This design comes from an exercise in tuning for small area, a short achievable clock period and few clock cycles on the open sky130 flow, not from production work. Where RTL was checked, it was by simulation tests only, not by an equivalence proof against the original. Function not checked in runs 2 to 5: the RTL went through the layout flow alone. Power figures rest on the tool's default switching activity, not on a simulated workload.

### design/flow/config.mk
export PLATFORM = sky130hd
export DESIGN_NAME = LBP
export DESIGN_NICKNAME = LBP
export VERILOG_FILES = /design/flow/design.v
export SDC_FILE = /design/flow/constraint.sdc
export NUM_CORES = 4
export LEC_CHECK = 0
export CAP_MARGIN = 20
export CORE_MARGIN = 2
export CORE_UTILIZATION = 40
export SLEW_MARGIN = 20
### design/flow/constraint.sdc
create_clock -name core_clock -period 5.0 [get_ports {clk}]
set_input_delay 1.0000 -clock core_clock [delete_from_list [all_inputs] [get_ports {clk}]]
set_output_delay 1.0000 -clock core_clock [all_outputs]
set_load 0.01 [all_outputs]
### design/flow/design.v
`timescale 1ns/10ps
module LBP ( clk, reset, gray_addr, gray_req, gray_ready, gray_data, lbp_addr, lbp_valid, lbp_data, finish);
input   clk;
input   reset;
output  [13:0]gray_addr;
output  gray_req;
input   gray_ready;
input   [7:0]gray_data;
output  [13:0]lbp_addr;
output  lbp_valid;
output  [7:0]lbp_data;
output  finish;
reg [2:0] j;         
reg [6:0] row;       
reg [6:0] col;       
reg [13:0] lbp_addr;
reg [7:0] lbp_data;
reg lbp_valid;
reg finish;
assign gray_addr = {row, col};
assign gray_req  = 1'b1;
wire j_last   = &j;
wire col_last = &col;
wire last_rd  = (&row) & col_last;
always @(posedge clk) begin
	if (!gray_ready) begin
		j   <= 3'd0;
		row <= 7'd0;
		col <= 7'd0;
	end else begin
		j <= j + 3'd1;
		if (j_last) col <= col + 7'd1;
		if (!j_last)       row <= row + 7'd1;
		else if (!col_last) row <= row - 7'd7;
		else               row <= row - 7'd1;
	end
end
always @(posedge clk) begin
	if (reset) finish <= 1'b0;
	else if (gray_ready && last_rd) finish <= 1'b1;
end
wire [7:0] x = gray_data;
reg [7:0] p1, p2, p3, p4, p5, p6, p7, p8, p9;
reg [3:0] a1, a2, a3, a4, a5, a6, a7, a8, a9;
reg b6_2, b6_3, b6_4, b6_5, b6_6, b6_7, b6_8, b6_9;
reg b2_8, b2_9;
reg b4_9;
wire x_ge_p1 = x >= p1;  wire p1_ge_x = p1 >= x;    
wire x_ge_p7 = x >= p7;  wire p7_ge_x = p7 >= x;    
wire x_ge_p8 = x >= p8;  wire p8_ge_x = p8 >= x;    
wire x_ge_p9 = x >= p9;  wire p9_ge_x = p9 >= x;    
always @(posedge clk) begin
	p1 <= x;  p2 <= p1; p3 <= p2; p4 <= p3; p5 <= p4;
	p6 <= p5; p7 <= p6; p8 <= p7; p9 <= p8;
	a1 <= {p7_ge_x, p8_ge_x, p1_ge_x, p9_ge_x};
	a2 <= a1; a3 <= a2; a4 <= a3; a5 <= a4; a6 <= a5; a7 <= a6; a8 <= a7; a9 <= a8;
	b6_2 <= x_ge_p1;
	b6_3 <= b6_2; b6_4 <= b6_3; b6_5 <= b6_4; b6_6 <= b6_5; b6_7 <= b6_6; b6_8 <= b6_7; b6_9 <= b6_8;
	b2_8 <= x_ge_p7; b2_9 <= b2_8;
	b4_9 <= x_ge_p8;
	lbp_data <= {x_ge_p9, b6_9, a9[3], b4_9, a9[2], b2_9, a9[1], a9[0]};
	lbp_addr <= {row - 7'd1, col - 7'd1};
	lbp_valid <= gray_ready && !finish && (|j[2:1]) && (|col[6:1]);
end
endmodule
### design/flow/run.sh
#!/bin/bash
# synth_recipe.tcl (not shown) runs the flow's synth.tcl, then flattens the netlist and writes it again
# the make line also repeats each setting of config.mk as NAME=value (left out here)
make -C /OpenROAD-flow-scripts/flow DESIGN_CONFIG=/design/flow/config.mk WORK_HOME=/design/flow/orfs CLKGATE_MAP_FILE= SYNTH_SCRIPT=/design/flow/synth_recipe.tcl finish
==> metrics.cfg, run 1 <==
[clocking]
cts-htree-levels=4
cts_tree=done
cts_hold_buf=0
cts.sinks=160
path_clk_slew_ns=0.07
root_buffer=clkbuf_16
cts_buffer_depth=2
cts_resized=0
cts_buffers=17
clk_latency_ns=0.42
postCtsSetupBuffers=0

[grt]
grt_usage=0.122
antenna_found_initial=0
grt_pass1_vias=2619
overflow=0
grt_max_degree=20
grt_pass1_wl_um=11800

[synth]
ys_seq_elements=160
yosysTopAreaCellShare=0.674
synth_edf_count=0
synth_top_family_by_area=adder cells
synth-compound-area-share=0.0576
synth_mux_area_frac=0.00421
synth-simple-area-share=0.0911
synthAdderAreaFrac=0.100
async_flop_share=0
syn-cell-area_mm2=0.00475
ys_seq_area_frac=0.674
synth_warnings=1
synthesis.nets=429
synth_cells=380
avgSynthCellArea_um2=12.5
ys.flop_type=dfxtp_1
synthXorXnorAreaFrac=0.0405
synth_top_cell_by_area=dfxtp_1
yosysUniqueCellTypes=40
synth_top_cells_by_area=dfxtp_1 (67%), ha_1 (10%), xnor2_1 (2.2%), xor2_1 (1.8%), inv_1 (1.8%)

[setup_path]
critical_path_class=reg2out
worst_path_max_delay_cell=clkdlybuf4s50_1
critPathLaunchType=flip-flop
slowest_delay_ns=0.62
rr_endpoint=row[2]
rr_startpoint=j[1]
ff2ff_setup_slack_ns=2.76
r2r_cells=7
cp.required_ns=4.00
cp.buffers_inverters=1
cp_top_family=buffers and inverters
arrival_ns=1.63
cp_num_cells=1
cp_cell_sequence=clkdlybuf4s50_1
cp_max_fo=12
endpoint_kind=output pin

[pwr]
combPwrFrac=0.052
internal-power_mw=2.17
peakVddDrop_mv=0.315
p_clk_frac=0.449
switching_share=0.230
cellLeakagePower_nw=2.57
seqPwrFrac=0.499
p_per_area_mw_per_mm2=475
switching_power_uw=648

[sta]
finalCritPeriodShare=0.526
period_minus_slack_ns=2.63
hold_slack_ns=0.321
finalMaxSlewViolations=0
slew_headroom=0.604
fmax_ghz=0.380
setup_viol_count_final=0
timing.final.ws_setup_ns=2.37
worst_clock_skew_ns=0.00982
setup_tns_ns=0
finalHoldViolCount=0
rsz0062_at_grt=false
worstMarginPinSlew_ns=0.594

[placed_design]
preCtsSetupSlack_ns=2.12
port_buffers=48
place_congestion=0.761
place_hpwl_um=4810

[detailed_routing]
drt_pass1_iterations=15
vias_per_cell=4.53
wl_per_cell_um=11.4
detail-route-antenna-nets=0
remaining_drc_errors=0
drt_iter0_drc=109
routed_wl_um=6760
vias=2687

[hold_path]
hold_depth=0
hold_start=b6_7
hold_path_end=b6_8
min_path_type=reg2reg

[floorplan]
coreArea_mm2=0.0115
rows=39
die_area_mm2=0.0128
num_io_pins=50
fp.dieW_um=113
dieHeight_um=113
start_util=0.413

[final_layout]
syn2layout_area_growth_pct=25.0
drive_above_1_share=0.0756
final_nets=486
diodes=0

[flow_run]
drv_cap=0

[outcome]
status=finished clean

## area by class of cell
class	instances	area [um2]
well taps	143	179
flip-flops and latches	160	3200
clock buffers	17	425
fillers	1035	5580
clock inverters	15	163
multi-input cells	186	1400
repair buffers	48	480
inverters	24	90.1
## stage by stage
stage | utilization | instance area (um2) | power (mW) | std cells
2_1_floorplan | - | 4750 | 1.51 | 380
3_3_place_gp | 0.465 | 5350 | 1.58 | 561
3_5_place_dp | 0.465 | 5350 | 1.59 | 561
4_1_cts | 0.516 | 5940 | 2.86 | 593
5_1_grt | 0.516 | 5940 | 2.95 | 593
6_report | 0.516 | 5940 | 2.82 | 593
## layout by cell type (no fill, tap or decap), drive strengths merged, types with 2 or more instances in the layout
cell type and count:
a21boi 2, o21ai 10, xor2 10, o22ai 3, nand2b 5, dfxtp 160, nor2b 8, a21o 4
xnor2 12, nand3 6, mux2i 2, nor3 4, a31oi 3, clkdlybuf4s50 48, or3 5, o21a 4
and3 2, and2 11, nand2 13, nor2 15, a41oi 2, ha 38, clkbuf 17, a21oi 9
inv 36, nand4 9, o21bai 2
## per-layer routing
layer / vias up / routed length, um / global-route usage
met2: 65 / 3180 / 0.190
met1: 1229 / 3040 / 0.139
met5: - / 0 / 0
met3: 9 / 414 / 0.0573
li1: 1384 / - / -
met4: 0 / 121 / 0.0691
## cells in the mapped netlist, drive strengths merged, types with 3 or more instances
master  count
dfxtp     160
a21o        4
inv        24
nand4       9
nor3        4
xnor2      12
nor2       15
o21a        4
xor2       10
nand3       6
or3         5
nand2b      5
buf         7
ha         38
nor2b       8
a31oi       3
o21ai      10
and2       11
o22ai       3
clkbuf      3
nand2      13
a21oi       9
## how the worst max path moves through the flow
stage / startpoint / end / slack, ns
finish: row[3] / gray_addr[10] / 2.37
floorplan: gray_data[1] / a1[0] / 2.71
detailed placement: gray_data[1] / a1[0] / 2.12
global route: row[3] / gray_addr[10] / 2.30
global placement: gray_data[1] / a1[0] / 2.12
CTS: row[3] / gray_addr[10] / 2.35
## registers in the layout, summed over array words and instances, names as in the netlist, 7 cells and up
| register | flops |
|---|---|
| p3 | 8 |
| p1 | 8 |
| col | 7 |
| p4 | 8 |
| lbp_data | 8 |
| lbp_addr | 14 |
| p2 | 8 |
| p9 | 8 |
| p6 | 8 |
| row | 7 |
| p8 | 8 |
| p7 | 8 |
| p5 | 8 |
## kinds of logic after synthesis
group	Yosys count
DFF	160
and+or+nand+nor	80
AOI/OAI and AO/OA	43
adders and majority gates	38
buffers and inverters	34
xor gates and xnor gates	22
muxes	2
other	1
## power by group through the flow
stage / registers [mW] / logic [mW] / clock network, mW
6_report: 1.41 / 0.146 / 1.27
5_1_grt: 1.42 / 0.166 / 1.36
4_1_cts: 1.41 / 0.149 / 1.30
3_5_place_dp: 1.44 / 0.148 / 0
3_3_place_gp: 1.43 / 0.144 / 0
2_1_floorplan: 1.44 / 0.0719 / 0
Testbench counts, summed over its fixed seeds: cycles 86,020.
==> run 2, diff against run 1 <==
--- a/design/flow/design.v
+++ b/design/flow/design.v
@@ -41,24 +41,23 @@
 end
 wire [7:0] x = gray_data;
 reg [7:0] p1, p2, p3, p4, p5, p6, p7, p8, p9;
-reg [3:0] a1, a2, a3, a4, a5, a6, a7, a8, a9;
-reg b6_2, b6_3, b6_4, b6_5, b6_6, b6_7, b6_8, b6_9;
+reg [2:0] a1, a2, a3, a4, a5, a6, a7, a8, a9;
+reg b1_9;    
 reg b2_8, b2_9;
 reg b4_9;
-wire x_ge_p1 = x >= p1;  wire p1_ge_x = p1 >= x;    
 wire x_ge_p7 = x >= p7;  wire p7_ge_x = p7 >= x;    
 wire x_ge_p8 = x >= p8;  wire p8_ge_x = p8 >= x;    
 wire x_ge_p9 = x >= p9;  wire p9_ge_x = p9 >= x;    
+wire p8_ge_p9 = p8 >= p9; wire p9_ge_p8 = p9 >= p8;  
 always @(posedge clk) begin
 	p1 <= x;  p2 <= p1; p3 <= p2; p4 <= p3; p5 <= p4;
 	p6 <= p5; p7 <= p6; p8 <= p7; p9 <= p8;
-	a1 <= {p7_ge_x, p8_ge_x, p1_ge_x, p9_ge_x};
+	a1 <= {p7_ge_x, p8_ge_x, p9_ge_x};
 	a2 <= a1; a3 <= a2; a4 <= a3; a5 <= a4; a6 <= a5; a7 <= a6; a8 <= a7; a9 <= a8;
-	b6_2 <= x_ge_p1;
-	b6_3 <= b6_2; b6_4 <= b6_3; b6_5 <= b6_4; b6_6 <= b6_5; b6_7 <= b6_6; b6_8 <= b6_7; b6_9 <= b6_8;
+	b1_9 <= p9_ge_p8;
 	b2_8 <= x_ge_p7; b2_9 <= b2_8;
 	b4_9 <= x_ge_p8;
-	lbp_data <= {x_ge_p9, b6_9, a9[3], b4_9, a9[2], b2_9, a9[1], a9[0]};
+	lbp_data <= {x_ge_p9, p8_ge_p9, a9[2], b4_9, a9[1], b2_9, b1_9, a9[0]};
 	lbp_addr <= {row - 7'd1, col - 7'd1};
 	lbp_valid <= gray_ready && !finish && (|j[2:1]) && (|col[6:1]);
 end
==> run 2 against run 1 <==
  * Register-to-register slack better by 0.08 ns
  * Global-route usage increased by 0.39 points
  * Largest power group unchanged
  * Via count down 2.8%
==> metrics.cfg, run 2 <==
[clocking]
root_buffer=clkbuf_8
cts_resized=0
cts_hold_buf=0
cts.sinks=144
cts_buffer_depth=2
path_clk_slew_ns=0.07
cts_buffers=17
postCtsSetupBuffers=0
cts-htree-levels=4
clk_latency_ns=0.51
cts_tree=done

[sta]
setup_tns_ns=0
fmax_ghz=0.367
worstMarginPinSlew_ns=0.588
setup_viol_count_final=0
hold_slack_ns=0.324
finalMaxSlewViolations=0
finalHoldViolCount=0
period_minus_slack_ns=2.73
worst_clock_skew_ns=0.0101
finalCritPeriodShare=0.546
rsz0062_at_grt=false
slew_headroom=0.606

[setup_path]
worst_path_max_delay_cell=clkdlybuf4s50_1
rr_startpoint=j[1]
cp.buffers_inverters=1
critPathLaunchType=flip-flop
cp_top_family=buffers and inverters
cp_cell_sequence=clkdlybuf4s50_1
endpoint_kind=output pin
cp.required_ns=4.00
cp_num_cells=1
critical_path_class=reg2out
r2r_cells=7
arrival_ns=1.73
slowest_delay_ns=0.63
startpoint=col[2]
cp_max_fo=12

[floorplan]
rows=38
die_area_mm2=0.0121
num_io_pins=50
start_util=0.412
fp.dieW_um=110
coreArea_mm2=0.0109
dieHeight_um=110

[placed_design]
place_congestion=0.830
place_hpwl_um=4760
port_buffers=48

[outcome]
status=finished clean

[detailed_routing]
drt_iter0_drc=59
drt_pass1_iterations=4
vias_per_cell=4.53
remaining_drc_errors=0
detail-route-antenna-nets=0
vias=2611
wl_per_cell_um=11.8
routed_wl_um=6830

[grt]
overflow=0
antenna_found_initial=0
grt_max_degree=20
grt_usage=0.126
grt_pass1_wl_um=11500
grt_pass1_vias=2521

[synth]
async_flop_share=0
syn-cell-area_mm2=0.00449
synth_top_cell_by_area=dfxtp_1
avgSynthCellArea_um2=12.2
yosysTopAreaCellShare=0.643
synth_cells=368
yosysUniqueCellTypes=37
yosysMostFrequentCell=dfxtp_1
synth_edf_count=0
synth_top_cells_by_area=dfxtp_1 (64%), ha_1 (11%), xnor2_1 (2.5%), inv_1 (2.3%), and2_1 (1.7%)
synth_warnings=1
ys_seq_area_frac=0.643
synthesis.nets=417
ys_seq_elements=144
synth_common_cells=dfxtp_1 (144), ha_1 (38), inv_1 (28)
ys.flop_type=dfxtp_1

[pwr]
cellLeakagePower_nw=2.43
p_per_area_mw_per_mm2=472
peakVddDrop_mv=0.252

[final_layout]
largest_reg_flops=14
fillers=986
syn2layout_area_growth_pct=25.9
final_common_cell=dfxtp_1
final_cell_mix=dfxtp_1 (144), clkdlybuf4s50_1 (48), ha_1 (38)
diodes=0
drive_above_1_share=0.0801
top_register=lbp_addr
final_nets=473

[hold_path]
hold_depth=0
min_path_type=reg2reg
hold_start=p3[2]

[flow_run]
drv_cap=0

-- run 2: cell count changes after synthesis, sizes merged, moves of 2 or more --
cell,before,now
dfxtp,160,144
inv,24,28
nand4,9,12
nor2,15,12
a21o,4,2
a21oi,9,11
a41oi,2,0
and3,2,0
mux2i,2,4
nand2,13,11
o21bai,2,4
o22ai,3,1
xor2,10,8
-- run 2: per-stage QoR --
step                      instance area, um2  setup WS, ns  instances   util  power [mW]
after floorplan                         4490          2.72        368      -        1.36
after global placement                  5040          2.14        545  0.463        1.43
after detailed placement                5040          2.11        545  0.463        1.43
after CTS                               5650          2.22        577  0.519        2.70
after global routing                    5650          2.15        577  0.519        2.78
final                                   5650          2.27        577  0.519        2.66
-- run 2: area by class of cell --
| class | count | area, um2 | share of cell area |
|---|---|---|---|
| Inverter | 28 | 105 | 0.0186 |
| Clock buffer | 17 | 414 | 0.0733 |
| Sequential cell | 144 | 2880 | 0.511 |
| Timing Repair Buffer | 48 | 480 | 0.0851 |
| Clock inverter | 15 | 189 | 0.0335 |
| Tap cell | 140 | 175 | 0.0310 |
| Multi-Input combinational cell | 185 | 1400 | 0.248 |
-- run 2: cell families after synthesis --
logic type,share of synthesized area
muxes,0.00893
other,0.000836
DFF,0.643
and+or+nand+nor,0.104
adders and majority gates,0.106
xor gates and xnor gates,0.0410
buffers and inverters,0.0452
AOI/OAI and AO/OA,0.0516
-- run 2: routing by layer --
layer | wire [um] | GRT usage | vias up
li1 | - | - | 1334
met1 | 3210 | 0.151 | 1204
met2 | 3150 | 0.198 | 63
met3 | 357 | 0.0451 | 10
met4 | 114 | 0.0678 | 0
met5 | 0 | 0 | -
-- run 2: path summary, 6_finish.rpt --
check	end	slack [ns]
worst min-delay path	p4[2]	0.32
worst min register to register	p4[2]	0.32
worst max register to register	row[6]	2.84
worst max-delay path	gray_addr[2]	2.27
-- run 2: worst register-to-register path: cells and delay by family, from the launching register on --
family	cells	cell delay, ns
adder cells (fa/ha/maj)	2	0.67
AO/OA/AOI/OAI	2	0.24
XOR/XNOR	1	0.12
AND/OR/NAND/NOR	2	0.68
flip-flops	1	0.34
-- run 2: where the power goes --
part	switching [mW]	total, mW	internal [mW]
Sequential	0.0281	1.26	1.23
Clock	0.522	1.26	0.737
Combinational	0.0639	0.144	0.0798
Total	0.614	2.66	2.05
==> run 3, diff against run 2 <==
--- a/design/flow/config.mk
+++ b/design/flow/config.mk
@@ -8,4 +8,5 @@
 export CAP_MARGIN = 20
 export CORE_MARGIN = 2
 export CORE_UTILIZATION = 40
+export SETUP_SLACK_MARGIN = 3.0
 export SLEW_MARGIN = 20
==> run 3 against run 2 <==
  * First-iteration DRC count is 19% lower
  * Still clean on timing, DRC and antenna
  * Critical endpoint is now gray_addr[4]
  * Hold slack lost 0.0085 ns
  * Largest cell class unchanged
  * Fmax increased by 37%
  * Via count is 3.6% higher
  * Power fell by 3.2%
  * Critical path depth is the same
==> metrics.cfg, run 3 <==
[outcome]
status=finished clean

[pwr]
peakVddDrop_mv=0.326
cellLeakagePower_nw=2.56
p_per_area_mw_per_mm2=436

[placed_design]
place_congestion=0.811
place_hpwl_um=4720
dpl.cell_count=545
place_area_mm2=0.00512
preCtsSetupSlack_ns=2.20
port_buffers=48

[synth]
yosysTopAreaCellShare=0.643
async_flop_share=0
ys_seq_elements=144
synth_top_family_by_area=adder cells
synth_top_cells_by_area=dfxtp_1 (64%), ha_1 (11%), xnor2_1 (2.5%), inv_1 (2.3%), and2_1 (1.7%)
yosysMostFrequentCell=dfxtp_1
synth-simple-area-share=0.104
syn-cell-area_mm2=0.00449
synth_common_cells=dfxtp_1 (144), ha_1 (38), inv_1 (28)
synth-compound-area-share=0.0516
synthAdderAreaFrac=0.106
synth_cells=368
synth_warnings=1
synth_edf_count=0
synth_top_cell_by_area=dfxtp_1
avgSynthCellArea_um2=12.2
synthesis.nets=417
synthXorXnorAreaFrac=0.0410
yosysUniqueCellTypes=37
ys.flop_type=dfxtp_1
synth_mux_area_frac=0.00893
ys_seq_area_frac=0.643

[final_layout]
final_cell_mix=dfxtp_1 (123), ha_1 (27), inv_1 (21), buf_6 (21), buf_4 (20)
syn2layout_area_growth_pct=31.7
stdcell_count=597
multi_input_area_mm2=0.00155
fillers=957
largest_reg_flops=14
utilization=0.543
drive_above_1_share=0.295
top_register=lbp_addr
ff_latch_area_mm2=0.00294
final_common_cell=dfxtp_1
final_nets=493
diodes=0
design_area_mm2=0.00591

[setup_path]
critical_path_class=reg2out
arrival_ns=0.99
cp_top_family=flip-flops
endpoint_kind=output pin
critPathLaunchType=flip-flop
cp_max_fo=2
cp_cell_sequence=buf_6
worst_path_max_delay_cell=dfxtp_4
cp.required_ns=4.00
cp.buffers_inverters=1
slowest_delay_ns=0.35

[clocking]
clk_latency_ns=0.53
cts-htree-levels=4
cts_buffers=17
cts.sinks=144
root_buffer=clkbuf_8
cts_buffer_depth=2
cts_hold_buf=0
path_clk_slew_ns=0.06
cts_tree=done

[detailed_routing]
wl_per_cell_um=12.1
routed_wl_um=7230
remaining_drc_errors=0
detail-route-antenna-nets=0
vias_per_cell=4.53
wl_met3_um=438
drt_pass1_iterations=4
top_layer_used=met4
drt_iter0_drc=48
vias=2706
met1_length_um=3360
met2_length_um=3350

[sta]
setup_tns_ns=0
setup_viol_count_final=0
slew_headroom=0.626
worst_clock_skew_ns=0.0136
period_minus_slack_ns=1.99
finalMaxSlewViolations=0
finalHoldViolCount=0
rsz0062_at_grt=true
timing.final.ws_setup_ns=3.01
worstMarginPinSlew_ns=0.561
fmax_ghz=0.502
finalCritPeriodShare=0.399

[grt]
antenna_found_initial=0
grt_pass1_wl_um=11800
grt_pass1_vias=2649
grt_max_degree=20
overflow=0
grt_usage=0.133

[floorplan]
start_util=0.412
num_io_pins=50
die_area_mm2=0.0121
fp.dieW_um=110
dieHeight_um=110
coreArea_mm2=0.0109
rows=38

[flow_run]
drv_cap=0

[hold_path]
min_path_type=reg2reg

==> run 3: cell counts after synthesis <==
No cell type changed its count.
==> run 3: path summary, 6_finish.rpt <==
path	to	startpoint	cells after the start	slack (ns)
max	gray_addr[4]	col[4]	1	3.01
max reg2reg	row[3]	col[1]	7	3.18
min	p5[7]	p4[7]	0	0.32
min reg2reg	p5[7]	p4[7]	0	0.32
==> run 3: area by class of cell <==
cell class / instances / area share
sequential: 144 / 0.498
multi-input combinational: 185 / 0.262
timing repair buffer: 68 / 0.0953
clock buffer: 19 / 0.0731
tap: 140 / 0.0296
clock inverter: 13 / 0.0216
inverter: 28 / 0.0203
==> run 3: what timing repair did <==
action,4_1_cts,5_1_grt
cloned,0,0
gates resized for setup,214,21
pin swaps,6,2
endpoints found under the setup margin,46,28
buffers inserted,15,5
==> run 3: logic make-up (layout without fill, tap and decap cells) <==
family / count (synthesis) / in the layout
flops: 144 / 144
simple gates: 83 / 83
buf+inv: 39 / 128
fa+ha+maj: 38 / 38
compound gates: 38 / 38
xor+xnor: 21 / 21
mux: 4 / 4
other cells: 1 / 1
==> run 3: stage by stage <==
stage	power [mW]	hold slack, ns
floorplan	1.37	0.310
global placement	1.44	0.310
detailed placement	1.44	0.312
CTS	2.60	0.324
global route	2.69	0.328
finish	2.58	0.316
==> run 3: power by group <==
group | internal (mW) | leakage (nW) | total [mW] | switching, mW
Combinational | 0.0791 | 1.09 | 0.154 | 0.0746
Clock | 0.681 | 0.260 | 1.17 | 0.485
Sequential | 1.23 | 1.22 | 1.26 | 0.0284
==> run 3: routing by layer <==
layer,vias up,GRT usage
li1,1386,-
met1,1252,0.147
met2,61,0.212
met3,7,0.0605
met4,0,0.0705
met5,-,0
==> run 4, diff against run 3 <==
--- a/design/flow/config.mk
+++ b/design/flow/config.mk
@@ -8,5 +8,5 @@
 export CAP_MARGIN = 20
 export CORE_MARGIN = 2
 export CORE_UTILIZATION = 40
-export SETUP_SLACK_MARGIN = 3.0
+export SETUP_SLACK_MARGIN = 3.8
 export SLEW_MARGIN = 20
==> run 4 against run 3 <==
  * Still clean on timing, DRC and antenna
  * Synthesized area stayed put
  * Routed wire length is 3.4% higher
  * Hold slack better by 0.0062 ns
  * Largest cell class unchanged
==> metrics.cfg, run 4 <==
[grt]
overflow=0
grt_pass1_wl_um=12400
grt_pass1_vias=2694
grt_usage=0.138
antenna_found_initial=0
grt_max_degree=20

[setup_path]
cp_cell_sequence=buf_6
r2r_cells=6
cp.required_ns=4.00
endpoint_kind=output pin
critical_path_class=reg2out
cp.buffers_inverters=1
slowest_delay_ns=0.35
critPathLaunchType=flip-flop
worst_path_max_delay_cell=dfxtp_4
cp_num_cells=1
arrival_ns=0.99
cp_max_fo=2
cp_top_family=flip-flops

[sta]
finalCritPeriodShare=0.397
period_minus_slack_ns=1.99
setup_tns_ns=0
rsz0062_at_grt=true
hold_slack_ns=0.322
fmax_ghz=0.503
setup_viol_count_final=0
finalHoldViolCount=0
finalMaxSlewViolations=0
worst_clock_skew_ns=0.00719

[final_layout]
final_cell_mix=dfxtp_1 (98), buf_6 (47), dfxtp_2 (30)
fillers=859
final_nets=508
ff_latch_area_mm2=0.00298
multi_input_area_mm2=0.00182
final_common_cell=dfxtp_1
top_register=lbp_addr
syn2layout_area_growth_pct=45.8
diodes=0
drive_above_1_share=0.470
largest_reg_flops=14

[synth]
synthesis.nets=417
synth-compound-area-share=0.0516
ys_seq_elements=144
synthXorXnorAreaFrac=0.0410
synth-simple-area-share=0.104
ys_seq_area_frac=0.643
synth_top_cell_by_area=dfxtp_1
async_flop_share=0
yosysUniqueCellTypes=37
synth_cells=368
yosysMostFrequentCell=dfxtp_1
yosysTopAreaCellShare=0.643
synth_top_cells_by_area=dfxtp_1 (64%), ha_1 (11%), xnor2_1 (2.5%), inv_1 (2.3%), and2_1 (1.7%)
syn-cell-area_mm2=0.00449
synth_edf_count=0
synth_mux_area_frac=0.00893
ys.flop_type=dfxtp_1
synth_top_family_by_area=adder cells
synthAdderAreaFrac=0.106
synth_warnings=1
avgSynthCellArea_um2=12.2
synth_common_cells=dfxtp_1 (144), ha_1 (38), inv_1 (28)

[outcome]
status=finished clean

[detailed_routing]
wl_per_cell_um=12.2
vias_per_cell=4.49
drt_iter0_drc=34
drt_pass1_iterations=4
detail-route-antenna-nets=0
routed_wl_um=7480
vias=2750
remaining_drc_errors=0

[placed_design]
place_congestion=0.746
port_buffers=48
place_hpwl_um=4820

[clocking]
cts_tree=done
cts_hold_buf=0
cts_buffers=17
cts.sinks=144
cts-htree-levels=4
clk_latency_ns=0.52
cts_buffer_depth=2
root_buffer=clkbuf_8
path_clk_slew_ns=0.06

[floorplan]
num_io_pins=50
coreArea_mm2=0.0109
dieHeight_um=110
rows=38
die_area_mm2=0.0121
fp.dieW_um=110
start_util=0.412

[pwr]
switching_power_uw=623
p_clk_frac=0.450
finalPower_mw=2.68
seqPwrFrac=0.471
cellLeakagePower_nw=2.76
combPwrFrac=0.079
peakVddDrop_mv=0.319
switching_share=0.232
internal-power_mw=2.06
p_per_area_mw_per_mm2=410

[hold_path]
hold_depth=0
min_path_type=reg2reg

[flow_run]
drv_cap=0

[run 4: cell count changes in the layout (fill, tap and decap cells not counted), moves of 11 or more]
| cell | before | now |
|---|---|---|
| buf_2 | 17 | 5 |
| buf_6 | 21 | 47 |
| dfxtp_1 | 123 | 98 |
| dfxtp_2 | 8 | 30 |
| ha_1 | 27 | 13 |
| ha_4 | 11 | 22 |
[run 4: per-layer routing]
layer | part of all wire | vias up | routed length (um) | track usage
li1 | - | 1408 | - | -
met1 | 0.47 | 1281 | 3530 | 0.163
met2 | 0.47 | 50 | 3510 | 0.220
met3 | 0.042 | 11 | 316 | 0.0486
met4 | 0.018 | 0 | 131 | 0.0732
met5 | 0 | - | 0 | 0
[run 4: cells by family (layout without fill, tap and decap cells)]
family          after synthesis  in the layout
simple gates                 83             83
buf+inv                      39            143
compound gates               38             38
other cells                   1              1
mux                           4              4
flops                       144            144
xor+xnor                     21             21
fa+ha+maj                    38             38
[run 4: final timing paths]
path | startpoint | endpoint | slack (ns)
min | a5[0] | a6[0] | 0.32
min reg2reg | a5[0] | a6[0] | 0.32
max | col[1] | gray_addr[1] | 3.01
max reg2reg | col[0] | finish | 3.27
[run 4: repair_timing]
item                                    4_1_cts  5_1_grt
endpoints found under the setup margin       69       63
pin swaps                                    34       21
gates resized for setup                     284       27
buffers inserted                             31        4
hold endpoints to repair                      0        0
[run 4: worst register-to-register path, stage by stage (launching register included)]
cell and delay (ns):
dfxtp_4 0.35, buf_4 0.15, ha_4 0.17, and4_4 0.24
nand3_1 0.09, or4_1 0.53, a21oi_1 0.13
[run 4: per-stage QoR]
stage          setup WS (ns)  area, um2  std cells   util
2_1_floorplan           2.91       4770        368      -
3_3_place_gp            2.17       5310        545  0.488
3_5_place_dp            2.15       5310        545  0.488
4_1_cts                 3.00       6410        608  0.588
5_1_grt                 2.98       6540        612  0.601
6_report                3.01       6540        612  0.601
[run 4: layout make-up]
class / instances / share of cell area
repair buffers: 83 / 0.127
multi-input cells: 185 / 0.278
clock inverters: 13 / 0.0218
well taps: 140 / 0.0268
clock buffers: 19 / 0.0675
inverters: 28 / 0.0235
flip-flops and latches: 144 / 0.456
[run 4: power groups by stage]
stage               clock (mW)  combinational, mW  sequential, mW
CTS                       1.24              0.204            1.27
global placement             0              0.161            1.29
floorplan                    0             0.0870            1.29
global route              1.30              0.236            1.27
detailed placement           0              0.165            1.29
finish                    1.21              0.211            1.26
==> run 5, diff against run 4 <==
--- a/design/flow/config.mk
+++ b/design/flow/config.mk
@@ -8,5 +8,5 @@
 export CAP_MARGIN = 20
 export CORE_MARGIN = 2
 export CORE_UTILIZATION = 40
-export SETUP_SLACK_MARGIN = 3.8
+export SETUP_SLACK_MARGIN = 3.4
 export SLEW_MARGIN = 20
==> run 5 against run 4 <==
  * Still clean on timing, DRC and antenna
  * Sequential power barely moved
  * Synthesized cell count did not move
  * Fmax rose by 0.63%
  * Register-to-register slack barely moved
  * Critical path depth did not move
  * Non-clock buffer count fell by 4
  * Critical path type unchanged
  * Largest cell class unchanged
==> metrics.cfg, run 5 <==
[synth]
avgSynthCellArea_um2=12.2
yosysMostFrequentCell=dfxtp_1
syn-cell-area_mm2=0.00449
synth_top_cell_by_area=dfxtp_1
synth_common_cells=dfxtp_1 (144), ha_1 (38), inv_1 (28)
ys_seq_elements=144
synthesis.nets=417
async_flop_share=0
ys_seq_area_frac=0.643
synth_cells=368
yosysUniqueCellTypes=37
synth_top_cells_by_area=dfxtp_1 (64%), ha_1 (11%), xnor2_1 (2.5%), inv_1 (2.3%), and2_1 (1.7%)
ys.flop_type=dfxtp_1
synth_edf_count=0
synth_warnings=1
yosysTopAreaCellShare=0.643

[flow_run]
drv_cap=0

[setup_path]
cp_top_family=flip-flops
worst_path_max_delay_cell=dfxtp_4
cp.required_ns=4.00
endpoint_kind=output pin
critical_path_class=reg2out
slowest_delay_ns=0.35
cp_cell_sequence=buf_6
arrival_ns=0.97
cp_max_fo=2
critPathLaunchType=flip-flop
cp.buffers_inverters=1

[final_layout]
final_cell_mix=dfxtp_1 (119), buf_6 (26), buf_2 (25), buf_4 (25), ha_4 (22)
drive_above_1_share=0.429
final_nets=504
largest_reg_flops=14
fillers=924
final_common_cell=dfxtp_1
top_register=lbp_addr
diodes=0
syn2layout_area_growth_pct=41.8

[floorplan]
die_area_mm2=0.0121
rows=38
start_util=0.412
fp.dieW_um=110
num_io_pins=50
dieHeight_um=110
coreArea_mm2=0.0109

[placed_design]
place_hpwl_um=4920
place_congestion=0.815
port_buffers=48

[grt]
overflow=0
grt_pass1_wl_um=12900
grt_pass1_vias=2808
grt_max_degree=20
grt_usage=0.143
antenna_found_initial=0

[clocking]
cts.sinks=144
clk_latency_ns=0.51
root_buffer=clkbuf_8
path_clk_slew_ns=0.06
cts_tree=done
cts-htree-levels=4
cts_buffers=17
cts_buffer_depth=2

[sta]
rsz0062_at_grt=true
finalHoldViolCount=0
setup_tns_ns=0
setup_viol_count_final=0
finalMaxSlewViolations=0
worst_clock_skew_ns=0.0107
fmax_ghz=0.507
period_minus_slack_ns=1.97
finalCritPeriodShare=0.395

[pwr]
cellLeakagePower_nw=2.68
peakVddDrop_mv=0.232
finalPower_mw=2.68
p_per_area_mw_per_mm2=422

[detailed_routing]
vias_per_cell=4.64
drt_pass1_iterations=4
vias=2821
detail-route-antenna-nets=0
drt_iter0_drc=56
routed_wl_um=8180
wl_per_cell_um=13.5
remaining_drc_errors=0

[outcome]
status=finished clean

[hold_path]
min_path_type=reg2reg

run 5: changes by cell type in the layout (fill, tap and decap cells not counted), sizes merged:
cell,previous run,this run
buf,82,77
clkinv,3,6
bufinv,1,3
clkbuf,19,21
inv,35,30
clkinvlp,2,1
run 5: routing by layer:
metal  vias up  routed length, um  GRT usage
met3        14                455     0.0504
met4         0                131     0.0615
met2        74               4060      0.235
met5         -                  0          0
met1      1331               3540      0.169
li1       1402                  -          -
run 5: worst paths after layout:
| path | depth (start not counted) | start | slack, ns | endpoint |
|---|---|---|---|---|
| min | 0 | p5[5] | 0.32 | p6[5] |
| max | 1 | col[1] | 3.03 | gray_addr[1] |
| max reg2reg | 8 | col[0] | 3.28 | row[3] |
| min reg2reg | 0 | p5[5] | 0.32 | p6[5] |
run 5: final cells by class:
type                            count  area (um2)  share of cell area
Sequential cell                   144        2950               0.464
Multi-Input combinational cell    185        1860               0.292
Tap cell                          140         175              0.0275
Inverter                           28         149              0.0234
Timing Repair Buffer               79         641               0.101
Clock buffer                       20         425              0.0669
Clock inverter                     12         160              0.0252
run 5: cells by family after synthesis:
family,after synthesis,synth area share
AND/OR/NAND/NOR,83,0.104
other,1,0.000836
flip-flops,144,0.643
multiplexers,4,0.00893
XOR/XNOR,21,0.0410
buffers and inverters,39,0.0452
AO/OA/AOI/OAI,38,0.0516
adder cells (fa/ha/maj),38,0.106
run 5: power breakdown:
group	switching, mW	internal [mW]
registers	0.0303	1.23
clock network	0.467	0.764
logic	0.0905	0.102
run 5: stage by stage:
stage,instances,util,worst slack (ns),area (um2),hold slack (ns)
6_report,608,0.584,3.03,6360,0.324
5_1_grt,608,0.584,2.99,6360,0.328
4_1_cts,604,0.564,2.99,6140,0.327
3_5_place_dp,545,0.479,2.13,5210,0.312
3_3_place_gp,545,0.479,2.17,5210,0.310
2_1_floorplan,368,-,2.91,4660,0.310
run 5: timing repair:
action	in CTS	in global routing
pin swaps	36	17
hold endpoints to repair	0	0
buffers inserted	27	4
gates resized for setup	270	50
endpoints found under the setup margin	58	55
hold buffers	0	0
==> run 6, diff against run 5 <==
--- a/design/flow/design.v
+++ b/design/flow/design.v
@@ -45,10 +45,34 @@
 reg b1_9;    
 reg b2_8, b2_9;
 reg b4_9;
-wire x_ge_p7 = x >= p7;  wire p7_ge_x = p7 >= x;    
-wire x_ge_p8 = x >= p8;  wire p8_ge_x = p8 >= x;    
-wire x_ge_p9 = x >= p9;  wire p9_ge_x = p9 >= x;    
-wire p8_ge_p9 = p8 >= p9; wire p9_ge_p8 = p9 >= p8;  
+function [1:0] cmp2;
+	input [7:0] a, b;
+	reg [7:0] g, l;
+	reg [3:0] g1, l1;
+	reg [1:0] g2, l2;
+	reg g3, l3;
+	integer k;
+	begin
+		g = a & ~b;
+		l = ~a & b;
+		for (k = 0; k < 4; k = k + 1) begin
+			g1[k] = g[2*k+1] | ~l[2*k+1] & g[2*k];
+			l1[k] = l[2*k+1] | ~g[2*k+1] & l[2*k];
+		end
+		for (k = 0; k < 2; k = k + 1) begin
+			g2[k] = g1[2*k+1] | ~l1[2*k+1] & g1[2*k];
+			l2[k] = l1[2*k+1] | ~g1[2*k+1] & l1[2*k];
+		end
+		g3 = g2[1] | ~l2[1] & g2[0];
+		l3 = l2[1] | ~g2[1] & l2[0];
+		cmp2 = {~l3, ~g3};
+	end
+endfunction
+wire x_ge_p7, p7_ge_x, x_ge_p8, p8_ge_x, x_ge_p9, p9_ge_x, p8_ge_p9, p9_ge_p8;
+assign {x_ge_p7, p7_ge_x} = cmp2(x, p7);     
+assign {x_ge_p8, p8_ge_x} = cmp2(x, p8);     
+assign {x_ge_p9, p9_ge_x} = cmp2(x, p9);     
+assign {p8_ge_p9, p9_ge_p8} = cmp2(p8, p9);  
 always @(posedge clk) begin
 	p1 <= x;  p2 <= p1; p3 <= p2; p4 <= p3; p5 <= p4;
 	p6 <= p5; p7 <= p6; p8 <= p7; p9 <= p8;
--- a/design/flow/config.mk
+++ b/design/flow/config.mk
@@ -8,5 +8,5 @@
 export CAP_MARGIN = 20
 export CORE_MARGIN = 2
 export CORE_UTILIZATION = 40
-export SETUP_SLACK_MARGIN = 3.4
+export SETUP_SLACK_MARGIN = 3.0
 export SLEW_MARGIN = 20
==> run 6 against run 5 <==
  * Still clean
  * Cell area is 9.7% lower
  * Hold slack worse by 0.0015 ns
  * Synthesized cell count is 3.5% higher
  * Setup slack better by 0.0069 ns
  * Die area is 0.19% lower
  * Combinational power is 22% lower
  * Sequential power hardly changed
  * Critical path depth stayed put
  * Critical path type unchanged
  * Largest power group unchanged
==> metrics.cfg, run 6 <==
[synth]
synth_edf_count=0
syn-cell-area_mm2=0.00448
synth_warnings=1
synth_cells=381
ys_seq_area_frac=0.644
avgSynthCellArea_um2=11.8
async_flop_share=0
synth_common_cells=dfxtp_1 (144), inv_1 (25), nor2_1 (21)
synthesis.nets=398
synth_top_cells_by_area=dfxtp_1 (64%), maj3_2 (3.5%), xnor2_1 (2.2%), inv_1 (2.1%), maj3_1 (2.0%)
yosysUniqueCellTypes=51
yosysMostFrequentCell=dfxtp_1
ys.flop_type=dfxtp_1
synth_top_cell_by_area=dfxtp_1
yosysTopAreaCellShare=0.644
ys_seq_elements=144

[floorplan]
start_util=0.411
die_area_mm2=0.0121
fp.dieW_um=110
coreArea_mm2=0.0109
dieHeight_um=110
rows=38
num_io_pins=50

[outcome]
status=finished clean

[sta]
setup_viol_count_final=0
finalHoldViolCount=0
worst_clock_skew_ns=0.0133
finalMaxSlewViolations=0
rsz0062_at_grt=true
finalCritPeriodShare=0.393
fmax_ghz=0.508
timing.final.ws_setup_ns=3.03
slew_headroom=0.538
setup_tns_ns=0
worstMarginPinSlew_ns=0.692
period_minus_slack_ns=1.97

[setup_path]
critPathLaunchType=flip-flop
arrival_ns=0.97
endpoint_kind=output pin
critical_path_class=reg2out
cp_max_fo=2
cp_top_family=flip-flops
slowest_delay_ns=0.35
worst_path_max_delay_cell=dfxtp_4
cp.required_ns=4.00
cp.buffers_inverters=1
cp_cell_sequence=buf_6

[final_layout]
fillers=987
diodes=0
design_area_mm2=0.00575
final_cell_mix=dfxtp_1 (129), inv_1 (25), buf_2 (25)
top_register=lbp_addr
syn2layout_area_growth_pct=28.4
final_nets=470
final_common_cell=dfxtp_1
drive_above_1_share=0.271
utilization=0.528
largest_reg_flops=14

[flow_run]
drv_cap=0

[clocking]
cts_tree=done
root_buffer=clkbuf_8
cts.sinks=144
cts_buffers=17
cts_buffer_depth=2
cts-htree-levels=4
clk_latency_ns=0.50
path_clk_slew_ns=0.06
cts_hold_buf=0

[detailed_routing]
detail-route-antenna-nets=0
remaining_drc_errors=0
met1_length_um=3410
met2_length_um=3370
vias=2776
routed_wl_um=7280
wl_met3_um=370
drt_iter0_drc=43
top_layer_used=met4
vias_per_cell=4.59
wl_per_cell_um=12.0
drt_pass1_iterations=4

[pwr]
peakVddDrop_mv=0.300
p_per_area_mw_per_mm2=462
cellLeakagePower_nw=2.45

[grt]
grt_usage=0.133
grt_max_degree=22
overflow=0
antenna_found_initial=0
grt_pass1_vias=2663
grt_pass1_wl_um=12000

[placed_design]
port_buffers=48
place_hpwl_um=4790
preCtsSetupSlack_ns=2.17
place_area_mm2=0.00508
place_congestion=0.816

[hold_path]
min_path_type=reg2reg

==> run 6: what timing repair did <==
action | CTS | global route
resized for setup | 199 | 18
pin swaps | 0 | 0
endpoints found under the setup margin | 45 | 12
buffers inserted | 15 | 0
==> run 6: worst paths after layout <==
check	cells past startpoint	end	slack [ns]	startpoint
max	1	gray_addr[8]	3.03	row[1]
max reg2reg	7	row[2]	3.13	col[0]
min	0	a6[0]	0.32	a5[0]
min reg2reg	0	a6[0]	0.32	a5[0]
==> run 6: final cells by class <==
| class | instances | area [um2] | share of cell area |
|---|---|---|---|
| sequential | 144 | 2930 | 0.511 |
| timing repair buffer | 63 | 480 | 0.0836 |
| multi-input combinational | 202 | 1470 | 0.256 |
| tap | 140 | 175 | 0.0305 |
| clock inverter | 14 | 176 | 0.0307 |
| clock buffer | 17 | 414 | 0.0721 |
| inverter | 25 | 93.8 | 0.0163 |
==> run 6: kinds of logic (layout without fill, tap and decap cells) <==
kind of cell	after synthesis	count (layout)	synth area share
compound gates	40	40	0.0690
xor+xnor	17	17	0.0333
fa+ha+maj	29	29	0.0721
buf+inv	35	119	0.0321
flops	144	144	0.644
mux	5	5	0.0112
other cells	1	1	0.000838
simple gates	110	110	0.138
==> run 6: stage by stage <==
stage | total power [mW] | hold WS [ns] | instances
2_1_floorplan | 1.38 | 0.310 | 381
3_3_place_gp | 1.45 | 0.310 | 559
3_5_place_dp | 1.45 | 0.312 | 559
4_1_cts | 2.69 | 0.325 | 605
5_1_grt | 2.76 | 0.326 | 605
6_report | 2.65 | 0.322 | 605
==> run 6: power breakdown <==
part           switching (mW)  total [mW]  internal [mW]
Sequential             0.0296        1.26           1.23
Clock                   0.479        1.24          0.765
Combinational          0.0752       0.150         0.0749
==> run 6: per-layer routing <==
layer | vias to the layer above | GRT usage
met4 | 0 | 0.0651
li1 | 1413 | -
met1 | 1298 | 0.157
met5 | - | 0
met3 | 10 | 0.0397
met2 | 55 | 0.219
==> run 6: worst register-to-register path, stage by stage, from the launching register on <==
cell	delay, ns
dfxtp_4	0.36
buf_4	0.14
ha_1	0.21
nand4_2	0.18
or3_1	0.41
mux2i_1	0.24
xnor2_1	0.08
and2_1	0.15
Testbench counts of run 6, summed over its fixed seeds: cycles 86,020.
==> run 7, diff against run 6 <==
--- a/design/flow/config.mk
+++ b/design/flow/config.mk
@@ -8,5 +8,7 @@
 export CAP_MARGIN = 20
 export CORE_MARGIN = 2
 export CORE_UTILIZATION = 40
+export CTS_BUF_LIST = sky130_fd_sc_hd__clkbuf_8
+export CTS_CLUSTER_SIZE = 24
 export SETUP_SLACK_MARGIN = 3.0
 export SLEW_MARGIN = 20
==> run 7 against run 6 <==
  * Setup slack improved by 0.00057 ns
  * Clock skew rose by 0.00074 ns
  * Die area did not move
  * Non-clock buffer count up 1
  * Via count about the same
  * First-iteration DRC count is 7.0% higher
  * Critical path depth grew 5
  * Clock power fell by 24%
  * Combinational power shrank 4%
  * Critical endpoint is now a1[1]
==> metrics.cfg, run 7 <==
[synth]
synthesis.nets=398
synth_top_cell_by_area=dfxtp_1
async_flop_share=0
ys_seq_area_frac=0.644
ys_seq_elements=144
syn-cell-area_mm2=0.00448
synth_warnings=1
yosysMostFrequentCell=dfxtp_1
yosysUniqueCellTypes=51
avgSynthCellArea_um2=11.8
yosysTopAreaCellShare=0.644
synth_edf_count=0
synth_cells=381
synth_common_cells=dfxtp_1 (144), inv_1 (25), nor2_1 (21)
synth_top_cells_by_area=dfxtp_1 (64%), maj3_2 (3.5%), xnor2_1 (2.2%), inv_1 (2.1%), maj3_1 (2.0%)
ys.flop_type=dfxtp_1

[pwr]
peakVddDrop_mv=0.224
cellLeakagePower_nw=2.35
p_per_area_mw_per_mm2=427

[setup_path]
arrival_ns=2.33
cp_top_family=adder cells
critPathLaunchType=input port
cp_cell_sequence=buf_2 > nor2b_4 > maj3_2 > maj3_2 > maj3_2 > a21oi_2
cp.buffers_inverters=1
cp.required_ns=5.36
crit_path_frequent_cell=maj3_2
critical_path_class=in2reg
endpoint_kind=flip-flop
worst_path_max_delay_cell=maj3_2
cp_max_fo=9
slowest_delay_ns=0.32

[floorplan]
coreArea_mm2=0.0109
num_io_pins=50
die_area_mm2=0.0121
fp.dieW_um=110
start_util=0.411
dieHeight_um=110
rows=38

[grt]
antenna_found_initial=0
grt_pass1_wl_um=11800
grt_use_met3=0.0474
grt_pass1_vias=2630
grt_usage=0.131
grt_max_degree=22
overflow=0
met2_usage=0.210
grt_use_met1=0.155
grt_most_used_layer=met2

[clocking]
cts_tree=done
cts-htree-levels=4
cts.sinks=144
root_buffer=clkbuf_8
cts_buffer_depth=2
cts_buffers=17
cts_hold_buf=0
clk_latency_ns=0.42
path_clk_slew_ns=0.08

[final_layout]
drive_above_1_share=0.283
largest_reg_flops=14
final_nets=471
utilization=0.503
syn2layout_area_growth_pct=22.3
diodes=0
final_common_cell=dfxtp_1
final_cell_mix=dfxtp_1 (127), inv_1 (25), buf_2 (23)
design_area_mm2=0.00548
fillers=1022
top_register=lbp_addr

[detailed_routing]
vias=2777
detail-route-antenna-nets=0
wl_per_cell_um=11.8
drt_pass1_iterations=6
routed_wl_um=7140
vias_per_cell=4.58
drt_iter0_drc=46
remaining_drc_errors=0

[sta]
slew_headroom=0.570
period_minus_slack_ns=1.97
fmax_ghz=0.509
finalMaxSlewViolations=0
hold_slack_ns=0.326
setup_viol_count_final=0
rsz0062_at_grt=true
setup_tns_ns=0
finalHoldViolCount=0
finalCritPeriodShare=0.393
worstMarginPinSlew_ns=0.645
worst_clock_skew_ns=0.0141

[placed_design]
port_buffers=48
place_area_mm2=0.00508
place_congestion=0.816
place_hpwl_um=4790

[outcome]
status=finished clean

[flow_run]
drv_cap=0

[hold_path]
min_path_type=reg2reg

run 7: per-layer routing:
metal  vias up  part of all wire
li1       1413                 -
met1      1299              0.47
met2        59              0.47
met3         6             0.058
met4         0            0.0087
met5         -                 0
run 7: power breakdown:
part	leakage (nW)	internal, mW	total [mW]	switching (mW)
clock network	0.204	0.499	0.937	0.438
registers	1.22	1.23	1.26	0.0287
logic	0.934	0.0703	0.144	0.0741
total	2.35	1.80	2.34	0.540
run 7: cell type report:
type | count | area (um2) | share of cell area
sequential | 144 | 2930 | 0.536
timing repair buffer | 64 | 390 | 0.0713
clock buffer | 17 | 234 | 0.0427
clock inverter | 14 | 176 | 0.0322
inverter | 25 | 93.8 | 0.0171
multi-input combinational | 202 | 1470 | 0.269
tap | 140 | 175 | 0.0320
run 7: worst paths after layout:
path / startpoint / end / slack, ns / cells past startpoint
worst max-delay path: gray_data[0] / a1[1] / 3.03 / 6
worst min-delay path: p6[2] / p7[2] / 0.33 / 0
worst max register to register: col[0] / row[3] / 3.15 / 7
worst min register to register: p6[2] / p7[2] / 0.33 / 0
run 7: cell families (layout without fill, tap and decap cells):
| logic type | Yosys count | count (layout) | share of synthesized area |
|---|---|---|---|
| AO/OA/AOI/OAI | 40 | 40 | 0.0690 |
| adder cells (fa/ha/maj) | 29 | 29 | 0.0721 |
| buffers and inverters | 35 | 120 | 0.0321 |
| AND/OR/NAND/NOR | 110 | 110 | 0.138 |
| XOR/XNOR | 17 | 17 | 0.0333 |
| multiplexers | 5 | 5 | 0.0112 |
| other | 1 | 1 | 0.000838 |
| flip-flops | 144 | 144 | 0.644 |
run 7: metrics by stage:
stage                     std cells  power, mW  worst slack, ns
final                           606       2.34             3.03
after global placement          559       1.45             2.20
after detailed placement        559       1.45             2.17
after floorplan                 381       1.38             2.83
after global routing            606       2.45             2.97
after CTS                       605       2.38             2.98
run 7: timing repair:
item	4_1_cts	5_1_grt
endpoints found under the setup margin	46	29
hold endpoints to repair	0	0
buffers inserted	15	1
pin swaps	0	0
resized for setup	159	30
==> run 8, diff against run 7 <==
==> design/flow/flow/run.sh (new file) <==
#!/bin/bash
# The standard layout, with the clock tree built from clkbuf_8 and no dummy loads.
set -euo pipefail
CTS="-sink_clustering_enable -repair_clock_nets -buf_list sky130_fd_sc_hd__clkbuf_8 -dont_use_dummy_load"
bash standard.sh "CTS_ARGS=$CTS" finish > make_finish.log 2>&1
==> design/flow/standard.sh (new file) <==
#!/bin/bash
# synth_recipe.tcl (not shown) runs the flow's synth.tcl, then flattens the netlist and writes it again
# the make line also repeats each setting of config.mk as NAME=value (left out here)
make -C /OpenROAD-flow-scripts/flow DESIGN_CONFIG=/design/flow/config.mk WORK_HOME=/design/flow/orfs CLKGATE_MAP_FILE= SYNTH_SCRIPT=/design/flow/synth_recipe.tcl "${@:-finish}"
removed: design/flow/run.sh
==> run 8 against run 7 <==
  * Highest routed layer unchanged
  * Largest cell class unchanged
  * Count of clock-buffer cells in the layout unchanged
  * Critical endpoint unchanged
  * Sequential share of layout area up 1.4 points
  * Clock skew up 0.012 ns
  * Global-route usage down 0.058 points
  * Routed wire length down 0.28%
  * Non-clock buffer count up 1
  * Fmax about the same
  * Setup slack worse by 0.0013 ns
  * Die area unchanged
  * Cell count down 2.1%
  * Synthesized cell count unchanged
  * Sequential power about the same
==> metrics.cfg, run 8 <==
[final_layout]
final_common_cell=dfxtp_1
largest_reg_flops=14
fillers=1032
syn2layout_area_growth_pct=19.3
final_cell_mix=dfxtp_1 (128), inv_1 (25), nor2_1 (21)
drive_above_1_share=0.245
utilization=0.491
top_register=lbp_addr
final_nets=472
diodes=0

[clocking]
root_buffer=clkbuf_8
cts_buffer_depth=2
cts_tree=done
cts-htree-levels=4
cts.sinks=144
path_clk_slew_ns=0.08
cts_hold_buf=0
clk_latency_ns=0.42
cts_buffers=17

[synth]
synth_common_cells=dfxtp_1 (144), inv_1 (25), nor2_1 (21)
yosysTopAreaCellShare=0.644
avgSynthCellArea_um2=11.8
ys.flop_type=dfxtp_1
yosysUniqueCellTypes=51
ys_seq_area_frac=0.644
syn-cell-area_mm2=0.00448
ys_seq_elements=144
synth_edf_count=0
yosysMostFrequentCell=dfxtp_1
synth_cells=381
synth_warnings=1
synth_top_cells_by_area=dfxtp_1 (64%), maj3_2 (3.5%), xnor2_1 (2.2%), inv_1 (2.1%), maj3_1 (2.0%)
synth_top_cell_by_area=dfxtp_1
async_flop_share=0
synthesis.nets=398

[placed_design]
preCtsSetupSlack_ns=2.17
place_congestion=0.816
place_hpwl_um=4790
port_buffers=48

[setup_path]
cp.required_ns=5.35
critical_path_class=in2reg
endpoint_kind=flip-flop
critPathLaunchType=input port
cp_max_fo=8
arrival_ns=2.32

[sta]
setup_tns_ns=0
setup_viol_count_final=0
slew_headroom=0.561
period_minus_slack_ns=1.97
finalCritPeriodShare=0.394
rsz0062_at_grt=true
finalHoldViolCount=0
timing.final.ws_setup_ns=3.03
worstMarginPinSlew_ns=0.658
worst_clock_skew_ns=0.0263
hold_slack_ns=0.298
finalMaxSlewViolations=0
fmax_ghz=0.508

[floorplan]
fp.dieW_um=110
rows=38
dieHeight_um=110
start_util=0.411
num_io_pins=50
die_area_mm2=0.0121
coreArea_mm2=0.0109

[detailed_routing]
drt_pass1_iterations=4
remaining_drc_errors=0
drt_iter0_drc=47
detail-route-antenna-nets=0
vias_per_cell=4.62
routed_wl_um=7120
vias=2739
wl_per_cell_um=12.0

[pwr]
switching_share=0.217
internal-power_mw=1.60
p_per_area_mw_per_mm2=383
finalPower_mw=2.05
switching_power_uw=445
p_clk_frac=0.313
combPwrFrac=0.071
peakVddDrop_mv=0.240
cellLeakagePower_nw=2.28
seqPwrFrac=0.616

[grt]
overflow=0
antenna_found_initial=0
grt_max_degree=22
grt_pass1_vias=2605
grt_usage=0.130
grt_pass1_wl_um=11700

[flow_run]
drv_cap=0

[outcome]
status=finished clean

[hold_path]
min_path_type=reg2reg

[run 8: kinds of logic (layout without fill, tap and decap cells)]
group / Yosys count / count (layout) / synth area share
buffers and inverters: 35 / 107 / 0.0321
AND/OR/NAND/NOR: 110 / 110 / 0.138
adder cells (fa/ha/maj): 29 / 29 / 0.0721
XOR/XNOR: 17 / 17 / 0.0333
flip-flops: 144 / 144 / 0.644
other: 1 / 1 / 0.000838
AO/OA/AOI/OAI: 40 / 40 / 0.0690
multiplexers: 5 / 5 / 0.0112
[run 8: stage by stage]
stage	instances	cell area, um2
4_1_cts	588	5410
6_report	593	5340
5_1_grt	593	5340
3_3_place_gp	559	5080
3_5_place_dp	559	5080
2_1_floorplan	381	4480
[run 8: power by group through the flow]
stage / clock [mW] / combinational (mW) / sequential [mW]
2_1_floorplan: 0 / 0.0821 / 1.29
3_3_place_gp: 0 / 0.157 / 1.29
3_5_place_dp: 0 / 0.160 / 1.29
4_1_cts: 0.674 / 0.154 / 1.26
5_1_grt: 0.718 / 0.162 / 1.27
6_report: 0.641 / 0.145 / 1.26
[run 8: area by class of cell]
class	instances	area, um2	share of cell area
Clock buffer	17	234	0.0438
Inverter	25	93.8	0.0176
Multi-Input combinational cell	202	1470	0.275
Sequential cell	144	2940	0.549
Tap cell	140	175	0.0328
Timing Repair Buffer	65	434	0.0813
[run 8: final timing paths]
check,endpoint,cells after the start,from,slack [ns]
setup reg to reg,row[3],7,col[0],3.11
setup / recovery,a1[1],5,gray_data[1],3.03
hold / removal,p7[2],0,p6[2],0.30
hold reg to reg,p7[2],0,p6[2],0.30
[run 8: worst max-delay path, stage by stage]
cell and delay (ns):
clkdlybuf4s15_2 0.25, maj3_2 0.34, maj3_2 0.31, maj3_2 0.31, a21oi_2 0.11
[run 8: routing by layer]
metal,GRT usage,up-vias,wire [um]
met2,0.214,56,3350
met1,0.152,1277,3330
li1,-,1399,-
met3,0.0427,7,368
met5,0,-,0
met4,0.0660,0,74
[run 8: repair_timing]
item | in CTS | in global routing
resized for setup | 145 | 33
setup buffers | 12 | 5
setup endpoints to repair | 46 | 31
==> run 9, diff against run 8 <==
==> design/flow/config.mk (replaced) <==
export PLATFORM = sky130hd
export DESIGN_NAME = LBP
export DESIGN_NICKNAME = LBP
export VERILOG_FILES = /design/flow/design.v
export SDC_FILE = /design/flow/constraint.sdc
export NUM_CORES = 4
export LEC_CHECK = 0
export ABC_AREA = 1
export CAP_MARGIN = 20
export CORE_MARGIN = 2
export CORE_UTILIZATION = 40
export SETUP_SLACK_MARGIN = 3.0
export SLEW_MARGIN = 20
==> run 9 against run 8 <==
  * Synthesized cell count grew 22%
  * Highest routed layer unchanged
  * Critical path depth fell by 4
  * Count of clock-buffer cells in the layout unchanged
  * Die area shrank 1.5%
  * Still clean
  * Critical path type is now reg2out
  * Hold slack better by 0.012 ns
  * Global-route usage grew 1.2 points
  * Cell count rose by 14%
==> metrics.cfg, run 9 <==
[sta]
setup_tns_ns=0
hold_slack_ns=0.310
period_minus_slack_ns=1.96
finalHoldViolCount=0
rsz0062_at_grt=true
slew_headroom=0.614
finalMaxSlewViolations=0
worstMarginPinSlew_ns=0.577
setup_viol_count_final=0
finalCritPeriodShare=0.392
fmax_ghz=0.510
worst_clock_skew_ns=0.0378

[setup_path]
cp.buffers_inverters=1
critPathLaunchType=flip-flop
worst_path_max_delay_cell=dfxtp_4
cp_cell_sequence=clkdlybuf4s15_1
cp_max_fo=2
cp_top_family=flip-flops
arrival_ns=0.96
critical_path_class=reg2out
cp.required_ns=4.00
ff2ff_setup_slack_ns=3.39
slowest_delay_ns=0.34
endpoint_kind=output pin

[pwr]
cellLeakagePower_nw=2.54
p_per_area_mw_per_mm2=386
peakVddDrop_mv=0.161

[grt]
grt_usage=0.142
overflow=0
antenna_found_initial=0
grt_pass1_vias=2881
grt_pass1_wl_um=12800
grt_max_degree=17

[clocking]
cts_buffer_depth=2
path_clk_slew_ns=0.07
cts.sinks=144
cts_tree=done
clk_latency_ns=0.42
root_buffer=clkbuf_8
cts_buffers=17
cts-htree-levels=4

[floorplan]
die_area_mm2=0.0119
coreArea_mm2=0.0108
rows=38
dieHeight_um=109
fp.dieW_um=109
start_util=0.408
num_io_pins=50

[synth]
synth_edf_count=0
ys.flop_type=dfxtp_1
ys_seq_elements=144
synth_top_cell_by_area=dfxtp_1
async_flop_share=0
yosysUniqueCellTypes=26
ys_seq_area_frac=0.654
synth_common_cells=dfxtp_1 (144), nand2_1 (98), inv_1 (60)
avgSynthCellArea_um2=9.52
synthesis.nets=480
yosysTopAreaCellShare=0.654
syn-cell-area_mm2=0.00441
yosysMostFrequentCell=dfxtp_1
synth_cells=463
synth_top_cells_by_area=dfxtp_1 (65%), nand2_1 (8.3%), inv_1 (5.1%), nand3_1 (3.6%), nor2_1 (3.5%)
synth_warnings=1

[final_layout]
diodes=0
final_common_cell=dfxtp_1
final_nets=554
syn2layout_area_growth_pct=19.1
top_register=lbp_addr
utilization=0.486
drive_above_1_share=0.166
final_cell_mix=dfxtp_1 (129), nand2_1 (98), inv_1 (60)
largest_reg_flops=14

[detailed_routing]
detail-route-antenna-nets=0
routed_wl_um=7520
drt_iter0_drc=109
vias=3056
remaining_drc_errors=0
wl_per_cell_um=11.1
drt_pass1_iterations=4
vias_per_cell=4.53

[placed_design]
place_hpwl_um=5250
place_congestion=0.845
port_buffers=48

[flow_run]
drv_cap=0

[outcome]
status=finished clean

[hold_path]
min_path_type=reg2reg

## run 9: cell count changes in the layout (fill, tap and decap cells not counted), moves of 13 or more
| cell | previous run | this run |
|---|---|---|
| nor2b_1 | 13 | 0 |
| a21oi_1 | 3 | 20 |
| inv_1 | 25 | 60 |
| nor2_1 | 21 | 40 |
| nand3_1 | 3 | 32 |
| maj3_2 | 15 | 0 |
| nand2_1 | 20 | 98 |
## run 9: routing by layer
layer	wire (um)	global-route usage
met1	3480	0.170
met2	3400	0.220
met3	429	0.0568
met4	209	0.0742
met5	0	0
## run 9: worst paths after layout
check	startpoint	end	depth (start not counted)
setup reg to reg	j[0]	row[2]	8
hold reg to reg	p4[2]	p5[2]	0
hold / removal	p4[2]	p5[2]	0
setup / recovery	row[4]	gray_addr[11]	1
## run 9: cell families after synthesis
logic type	share of synthesized area
fa+ha+maj	0.0170
buf+inv	0.0599
simple gates	0.185
xor+xnor	0.0179
compound gates	0.0650
flops	0.654
other cells	0.000851
## run 9: repair_timing
item / in CTS / in global routing
endpoints found under the setup margin: 38 / 39
buffers inserted: 11 / 1
pin swaps: 0 / 1
resized for setup: 115 / 43
hold buffers: 0 / 0
## run 9: cell type report
cell class	instances	area, um2
flip-flops and latches	144	2930
well taps	140	175
clock buffers	17	234
inverters	60	225
multi-input cells	254	1260
repair buffers	60	418
fillers	1038	5550
## run 9: power by group
part           switching [mW]  internal (mW)  total (mW)
Sequential             0.0267           1.23        1.26
Clock                   0.333          0.299       0.632
Combinational          0.0808         0.0554       0.136
## run 9: stage by stage
stage                     worst slack, ns  area [um2]  std cells  total power [mW]
after global routing                 2.97        5250        675              2.14
after floorplan                      3.33        4410        463              1.36
final                                3.04        5250        675              2.03
after detailed placement             2.61        5020        646              1.44
after CTS                            2.85        5370        674              2.07
after global placement               2.61        5020        646              1.44
==> run 10, diff against run 9 <==
==> design/flow/config.mk (replaced) <==
export PLATFORM = sky130hd
export DESIGN_NAME = LBP
export DESIGN_NICKNAME = LBP
export VERILOG_FILES = /design/flow/design.v
export SDC_FILE = /design/flow/constraint.sdc
export NUM_CORES = 4
export LEC_CHECK = 0
export CAP_MARGIN = 20
export CORE_MARGIN = 2
export CORE_UTILIZATION = 40
export SETUP_SLACK_MARGIN = 3.1
export SLEW_MARGIN = 20
==> run 10 against run 9 <==
  * Flip-flop and latch count stayed put
  * Routed wire length is 6.1% lower
  * Via count down 11%
  * Non-clock buffer count up 5
  * Clock power is 0.9% higher
  * Synthesized cell count shrank 18%
  * Power rose by 1.1%
  * Setup slack better by 0.065 ns
==> metrics.cfg, run 10 <==
[setup_path]
cp_cell_sequence=buf_6 > nor2b_4 > maj3_2 > maj3_2 > maj3_2 > a21oi_2
critPathLaunchType=input port
cp_top_family=adder cells
worst_path_max_delay_cell=maj3_2
ff2ff_setup_slack_ns=3.20
cp.required_ns=5.34
crit_path_frequent_cell=maj3_2
slowest_delay_ns=0.30
endpoint_kind=flip-flop
cp.buffers_inverters=1
cp_max_fo=9
arrival_ns=2.23
startpoint=gray_data[0]
critical_path_class=in2reg
rr_startpoint=col[0]

[detailed_routing]
vias=2724
drt_pass1_iterations=4
drt_iter0_drc=67
detail-route-antenna-nets=0
vias_per_cell=4.59
wl_per_cell_um=11.9
remaining_drc_errors=0
routed_wl_um=7060

[sta]
period_minus_slack_ns=1.90
worst_clock_skew_ns=0.0309
fmax_ghz=0.527
worstMarginPinSlew_ns=0.625
rsz0062_at_grt=true
slew_headroom=0.583
finalMaxSlewViolations=0
finalHoldViolCount=0
setup_viol_count_final=0
setup_tns_ns=0
finalCritPeriodShare=0.379

[clocking]
root_buffer=clkbuf_8
cts-htree-levels=4
cts_buffers=17
clk_latency_ns=0.43
cts_tree=done
cts_buffer_depth=2
path_clk_slew_ns=0.08
cts_hold_buf=0
cts.sinks=144

[synth]
syn-cell-area_mm2=0.00448
synthesis.nets=398
synth_cells=381
ys.flop_type=dfxtp_1
yosysTopAreaCellShare=0.644
synth_common_cells=dfxtp_1 (144), inv_1 (25), nor2_1 (21)
ys_seq_elements=144
yosysMostFrequentCell=dfxtp_1
synth_top_cell_by_area=dfxtp_1
synth_warnings=1
avgSynthCellArea_um2=11.8
async_flop_share=0
yosysUniqueCellTypes=51
synth_edf_count=0
synth_top_cells_by_area=dfxtp_1 (64%), maj3_2 (3.5%), xnor2_1 (2.2%), inv_1 (2.1%), maj3_1 (2.0%)
ys_seq_area_frac=0.644

[placed_design]
dpl.cell_count=559
place_hpwl_um=4680
port_buffers=48
place_congestion=0.791

[floorplan]
rows=38
start_util=0.411
fp.dieW_um=110
dieHeight_um=110
die_area_mm2=0.0121
coreArea_mm2=0.0109
num_io_pins=50

[final_layout]
final_nets=472
final_cell_mix=dfxtp_1 (127), inv_1 (24), buf_2 (24)
stdcell_count=593
top_register=lbp_addr
syn2layout_area_growth_pct=21.2
largest_reg_flops=14
final_common_cell=dfxtp_1
drive_above_1_share=0.280
fillers=1010
diodes=0
utilization=0.499

[grt]
grt_usage=0.130
grt_pass1_vias=2594
grt_pass1_wl_um=11800
overflow=0
grt_max_degree=22
antenna_found_initial=0

[pwr]
peakVddDrop_mv=0.174
p_per_area_mw_per_mm2=377
cellLeakagePower_nw=2.28

[flow_run]
drv_cap=0

[hold_path]
hold_start=a4[1]
min_path_type=reg2reg

[outcome]
status=finished clean

==> run 10: layout make-up <==
| type | instances | area (um2) | share of cell area |
|---|---|---|---|
| Inverter | 25 | 93.8 | 0.0173 |
| Clock buffer | 17 | 234 | 0.0431 |
| Multi-Input combinational cell | 202 | 1500 | 0.276 |
| Sequential cell | 144 | 2940 | 0.541 |
| Tap cell | 140 | 175 | 0.0323 |
| Timing Repair Buffer | 65 | 488 | 0.0899 |
==> run 10: logic make-up after synthesis <==
| family | Yosys count | synth area share |
|---|---|---|
| fa+ha+maj | 29 | 0.0721 |
| xor+xnor | 17 | 0.0333 |
| compound gates | 40 | 0.0690 |
| other cells | 1 | 0.000838 |
| mux | 5 | 0.0112 |
| flops | 144 | 0.644 |
| buf+inv | 35 | 0.0321 |
| simple gates | 110 | 0.138 |
==> run 10: path summary, 6_finish.rpt <==
check	end	depth (start not counted)
min	a5[1]	0
max reg2reg	row[2]	7
min reg2reg	a5[1]	0
max	a1[1]	6
==> run 10: repair_timing <==
item	4_1_cts	5_1_grt
gates resized for setup	220	24
setup buffers	13	4
pin swaps	3	0
endpoints found under the setup margin	47	29
==> run 10: per-stage QoR <==
stage               area [um2]  total power, mW  hold slack (ns)  setup slack (ns)
global route              5430             2.15            0.305              3.08
CTS                       5370             2.08            0.297              3.01
global placement          5080             1.45            0.310              2.19
finish                    5430             2.05            0.300              3.10
floorplan                 4480             1.38            0.310              2.83
detailed placement        5080             1.45            0.312              2.14
==> run 10: per-layer routing <==
metal,global-route usage,wire length (um),share of wire
met1,0.163,3300,0.47
met2,0.201,3240,0.46
met3,0.0480,451,0.064
met4,0.0570,71,0.010
met5,0,0,0
==> run 10: report_power, final <==
part           switching (mW)  total, mW  internal, mW
Sequential             0.0291       1.26          1.23
Combinational          0.0740      0.150        0.0764
Clock                   0.339      0.638         0.299
Total                   0.442       2.05          1.61
==> run 10: worst register-to-register path: cells and delay by family, from the launching register on <==
family	cells	cell delay [ns]
fa+ha+maj	1	0.22
xor+xnor	1	0.12
flops	1	0.36
simple gates	3	0.67
buf+inv	1	0.15
mux	1	0.17

Setup slack of run 10, layout unchanged: 3.104 ns with ideal ports, 3.092 ns with driving cells assumed (clock clkbuf_16, inputs buf_2), 2.665 ns with port delays also shifted by the 0.440 ns mid clock arrival.
